What follows belongs to an exercise in optimizing a design on an open flow for small area, a short achievable clock period and few clock cycles per item; a production flow would make more cautious choices.
Function was not checked in any run shown here: the RTL went through the layout flow alone.
Power and IR drop assume default switching activity.

## flow/design.v (module list and top-level ports; edited modules follow where they fit)
// module Mult: 1430 lines
// module BoothEnc: 6 lines
// module BoothRowX: 10 lines
// module PrefixAdd: 586 lines
// module AO21: 5 lines
// module AND2: 5 lines
// module FA: 6 lines
// module HA: 6 lines
module Mult (MultStart, out_A, out_B, rst, clk, HI, LOW, EndMult);
  // ...
==> flow/flow/run.sh <==
#!/bin/bash
# The standard layout (the standard.sh: ORFS synthesis to finish), except that
# the port buffers are sky130_fd_sc_hd__buf_2 rather than the delay-cell buffer
# that buffer_ports picks by default. The make output goes to standard.log; ORFS
# keeps each step's own log under orfs/logs/.
set -uo pipefail
bash standard.sh "BUFFER_PORTS_ARGS=-buffer_cell sky130_fd_sc_hd__buf_2" finish > standard.log 2>&1
==> flow/standard.sh <==
#!/bin/bash
# synth_recipe.tcl (not shown) runs the flow's synth.tcl, then flattens the netlist and writes it again
# the make line also repeats each setting of config.mk as NAME=value (left out here)
make -C /OpenROAD-flow-scripts/flow DESIGN_CONFIG=/design/flow/config.mk WORK_HOME=/design/flow/orfs CLKGATE_MAP_FILE= SYNTH_SCRIPT=/design/flow/synth_recipe.tcl "${@:-finish}"
==> flow/config.mk <==
export PLATFORM = sky130hd
export DESIGN_NAME = Mult
export DESIGN_NICKNAME = Mult
export VERILOG_FILES = /design/flow/design.v
export SDC_FILE = /design/flow/constraint.sdc
export NUM_CORES = 4
export LEC_CHECK = 0
export CAP_MARGIN = 20
export CORE_MARGIN = 2
export CORE_UTILIZATION = 40
export SETUP_SLACK_MARGIN = 1.9
export SLEW_MARGIN = 20
export SYNTH_HIERARCHICAL = 1
export SYNTH_MINIMUM_KEEP_SIZE = 0
export TNS_END_PERCENT = 20
==> flow/constraint.sdc <==
create_clock -name core_clock -period 6.5 [get_ports {clk}]
set_input_delay 1.3000 -clock core_clock [delete_from_list [all_inputs] [get_ports {clk}]]
set_output_delay 1.3000 -clock core_clock [all_outputs]
set_load 0.01 [all_outputs]
==> impl_metrics.py, run 1 <==
metrics = {
    "worst_setup_path": {
        "crit_buf_inv": 2,
        "worstSetupPathType": "register to primary output",
        "crit_path_end_kind": "primary output",
    },
    "global_route": {
        "met2_usage_pct": 40.4,
        "antenna_found_initial": 1,
        "grtUsageMet1_pct": 32.0,
    },
    "yosys": {
        "ys.flop_type": "dfxtp_1",
        "post_synth_xor_area_fraction_pct": 19.1,
        "synth.area.top_cells": "fa_1 (33%), xnor2_1 (16%), a22oi_1 (13%), dfxtp_1 (12%), ha_1 (6.3%)",
        "netlist_instances": 2397,
        "yosys.area.top_type": "fa_1",
    },
    "timing": {
        "hold_viol": 0,
        "finalCritPeriodShare_pct": 72.8,
        "tns_ps": 0,
    },
    "pwr": {
        "total_power_mw": 18.4,
        "p_sw_share_pct": 49.4,
        "p_comb_mw": 15.4,
        "p_int_mw": 9.29,
        "pwr-share-clk_pct": 5.6,
        "combPwrFrac_pct": 84.1,
    },
    "clocking": {
        "numCtsBuffers": 17,
        "htree_levels": 4,
        "ctsRootBufferMaster": "clkbuf_16",
        "cts.sinks": 158,
        "cts.clk_slew.worst_paths_ps": 70,
    },
    "cells_and_area": {
        "largest_reg_flops": 148,
        "n_all_buffers": 239,
        "area_delta_synth_final_pct": 8.55,
        "clock_area_share_pct": 1.96,
        "sh_seq_area_pct": 10.9,
        "postLayoutCoreUtil_pct": 44.0,
    },
    "run_status": {
        "status": "finished clean",
    },
    "floorplan": {
        "io_pins": 132,
        "die_h_um": 263,
    },
    "hold_path": {
        "holdPathEnd": "EndMult$_DFF_P_",
        "min_path_cells": 2,
    },
    "detailed_routing": {
        "num_vias": 20000,
        "drtIter0Drc": 1829,
    },
    "placed_design": {
        "placed_area_sq_mm": 0.0277,
        "gp_congestion": 0.901,
        "pre_cts_ws_ps": 1060,
    },
}
==> inputs of run 2 (changes only) <==
--- a/flow/config.mk
+++ b/flow/config.mk
@@ -8,7 +8,7 @@
 export CAP_MARGIN = 20
 export CORE_MARGIN = 2
 export CORE_UTILIZATION = 40
-export SETUP_SLACK_MARGIN = 1.9
+export SETUP_SLACK_MARGIN = 2.2
 export SLEW_MARGIN = 20
 export SYNTH_HIERARCHICAL = 1
 export SYNTH_MINIMUM_KEEP_SIZE = 0
==> impl_metrics.py, run 2 <==
metrics = {
    "timing": {
        "slew_headroom_pct": 51.7,
        "max_freq_mhz": 207,
        "worstMarginPinSlew_ps": 724,
        "period_minus_slack_ps": 4830,
        "maxSlewViolCount": 0,
        "hold_viol": 0,
        "tns_ps": 0,
        "setup_viol": 0,
        "rsz0062_at_grt": "true",
        "finalCritPeriodShare_pct": 74.4,
    },
    "worst_setup_path": {
        "slowest_delay_ps": 600,
        "cp.required_ps": 5200,
        "arrival_ps": 3530,
        "cpMostUsedCell": "a21o_1",
        "start_kind": "register",
        "crit_buf_inv": 3,
        "path_max_fanout": 25,
        "crit_slowest_cell": "fa_1",
        "worstSetupPathType": "register to primary output",
        "critPathTopFamily": "compound AO/OA/AOI/OAI gates",
        "path_cells": "fa_1, ha_4, and2_1, a21o_4, a21o_4, a21o_1, buf_12, a21o_1, buf_12, a21o_1, xor2_1, buf_2",
        "crit_path_end_kind": "primary output",
    },
    "detailed_routing": {
        "ant_nets": 0,
        "num_vias": 20500,
        "wl_um": 89800,
        "dr.pass1.iters": 8,
        "wl_per_cell_um": 26.1,
        "drtIter0Drc": 2217,
        "drcViolationCount": 0,
        "vias_per_cell": 5.95,
    },
    "floorplan": {
        "io_pins": 132,
        "die_area_sq_mm": 0.0691,
        "rows": 94,
        "die_width_um": 263,
        "core-area_sq_mm": 0.0661,
        "start_util_pct": 40.6,
        "die_h_um": 263,
    },
    "cells_and_area": {
        "drive_gt1_share_pct": 18.7,
        "reg_top3": "RB (148), LB (8)",
        "postLayoutCoreUtil_pct": 46.8,
        "fillers": 6041,
        "layout_common_cells": "xnor2_1 (485), a22oi_1 (445), fa_1 (401)",
        "layout_commonest_cell": "xnor2_1",
        "nets": 3201,
        "area_delta_synth_final_pct": 15.4,
        "top_register": "RB",
        "largest_reg_flops": 148,
    },
    "yosys": {
        "synth-edff-count": 0,
        "yosys-top-cells-count": "xnor2_1 (496), a22oi_1 (480), fa_1 (440)",
        "netlist_instances": 2397,
        "synth_seq_area_share_pct": 11.8,
        "synth.distinct_cells": 22,
        "yosys.area.top_type": "fa_1",
        "yosysWarnings": 7,
        "yosysMostFrequentCell": "xnor2_1",
        "synth_area_per_cell_sq_um": 11.2,
        "synthesis.area_sq_mm": 0.0268,
        "synth_top_area_share_pct": 32.8,
        "ys.flop_type": "dfxtp_1",
        "synth-async-reset-ratio_pct": 0,
        "synth_seq_cells": 158,
        "synth.area.top_cells": "fa_1 (33%), xnor2_1 (16%), a22oi_1 (13%), dfxtp_1 (12%), ha_1 (6.3%)",
    },
    "clocking": {
        "cts.sinks": 158,
        "ctsRootBufferMaster": "clkbuf_16",
        "cts_buffer_depth": 2,
        "htree_levels": 4,
        "cts.clk_slew.worst_paths_ps": 70,
        "numCtsBuffers": 17,
        "cts_tree": "done",
    },
    "pwr": {
        "p_leak_nw": 11.9,
        "p_per_area_mw_per_mm2": 580,
        "ir_drop_v": 0.000600,
    },
    "placed_design": {
        "io_buffers": 131,
        "gp_congestion": 0.923,
        "post-dp-hpwl_um": 65600,
    },
    "flow_run": {
        "maxCapViolCount": 0,
    },
    "global_route": {
        "overflow": 0,
        "antenna_found_initial": 4,
        "grt_max_degree": 40,
        "grt_pass1_wl_um": 130000,
        "grt_pass1_vias": 21000,
        "grt_usage_pct": 24.7,
    },
    "run_status": {
        "status": "finished clean",
    },
    "hold_path": {
        "hp-class": "input pin to register",
    },
}
-- run 2: worst paths after layout --
kind	cells past startpoint	end	start	slack (ps)
max	12	HI[16]	RB[8]$_DFF_P_	1670
min	2	EndMult$_DFF_P_	rst	950
-- run 2: per-stage QoR --
step | hold slack [ps] | area (sq um) | power (mW) | setup WS [ps] | instances
after floorplan | 1370 | 27000 | 11.6 | 2090 | 2412
after global placement | 1450 | 27800 | 16.0 | 1010 | 3304
after detailed placement | 1460 | 27800 | 16.3 | 965 | 3304
after CTS | 910 | 28500 | 17.7 | 1640 | 3337
after global routing | 943 | 30900 | 19.9 | 1580 | 3436
final | 951 | 30900 | 18.0 | 1670 | 3436
-- run 2: kinds of logic (layout without fill, tap and decap cells) --
kind of cell	after synthesis	after routing	share of synthesized area [%]
XOR/XNOR	584	585	19.1
AO/OA/AOI/OAI	699	701	19.6
buffers and inverters	195	351	6.24
AND/OR/NAND/NOR	183	183	4.04
flip-flops	158	158	11.8
other	2	18	0.0280
adder cells (fa/ha/maj)	576	576	39.2
-- run 2: repair_timing --
item                                    4_1_cts  5_1_grt
buffers inserted                              1       74
cloned                                        0       24
endpoints found under the setup margin      117      130
pin swaps                                     3       56
hold buffers                                  0        0
resized for setup                            16      268
-- run 2: final cells by class --
cell class                 count  area (sq um)  area share (%)
multi-input combinational   2062         23000            74.3
clock inverter                12           159           0.513
clock buffer                  20           467            1.51
tap                          864          1080            3.49
inverter                      19          71.3           0.230
sequential                   158          3160            10.2
timing repair buffer         300          3000            9.70
antenna                        1          2.50         0.00809
-- run 2: per-module statistics from Yosys (local to each module, per instance) --
module	cells inside	copies in the design	flops+latches	cell area, sq um
Mult	235	1	158	4000
BoothRowX	79	16	0	638
PrefixAdd	56	1	0	490
BoothEnc	4	16	0	31.3
FA	1	440	0	20.0
HA	1	81	0	12.5
AO21	1	156	0	7.51
AND2	1	101	0	6.26
-- run 2: routing by layer --
| layer | GRT usage [%] | part of all wire (%) |
|---|---|---|
| met1 | 32.5 | 41 |
| met2 | 39.9 | 46 |
| met3 | 4.37 | 8.0 |
| met4 | 10.9 | 4.7 |
| met5 | 0 | 0.043 |
-- run 2: where the power goes --
part           leakage, nW  switching (mW)  total, mW  internal [mW]
clock network        0.291           0.450       1.08          0.633
registers             1.33           0.250       1.90           1.65
logic                 10.3            8.01       15.0           6.97

-- static timing again, ports no longer ideal --
Ports are ideal in the flow. The routed layouts listed here were re-timed in OpenROAD. Step 1 assumes that a clkbuf_16 drives the clock port and a buf_2 every other input. Step 2 times the ports against the registers' clock, not the clock port: input delays grow and output delays shrink by t, the midpoint of the rising clock arrivals with the driver on. a / b / c = ideal / step 1 / step 2; a / b = the first two.
run | shift t [ns] | slack for setup (ns) | worst hold slack (ns) | latest minus earliest clock arrival (ns)
run 1 | 0.564 | 1.771 / 1.710 / 1.446 | 0.931 / 0.894 / 1.458 | 0.018 / 0.018
run 2 | 0.554 | 1.666 / 1.605 / 1.555 | 0.951 / 0.914 / 1.468 | 0.018 / 0.018
After both steps setup and hold are still met in every run listed. The setup slack of run 1, which loses most, moves by -0.061 ns with the drivers and by -0.325 ns with both steps.
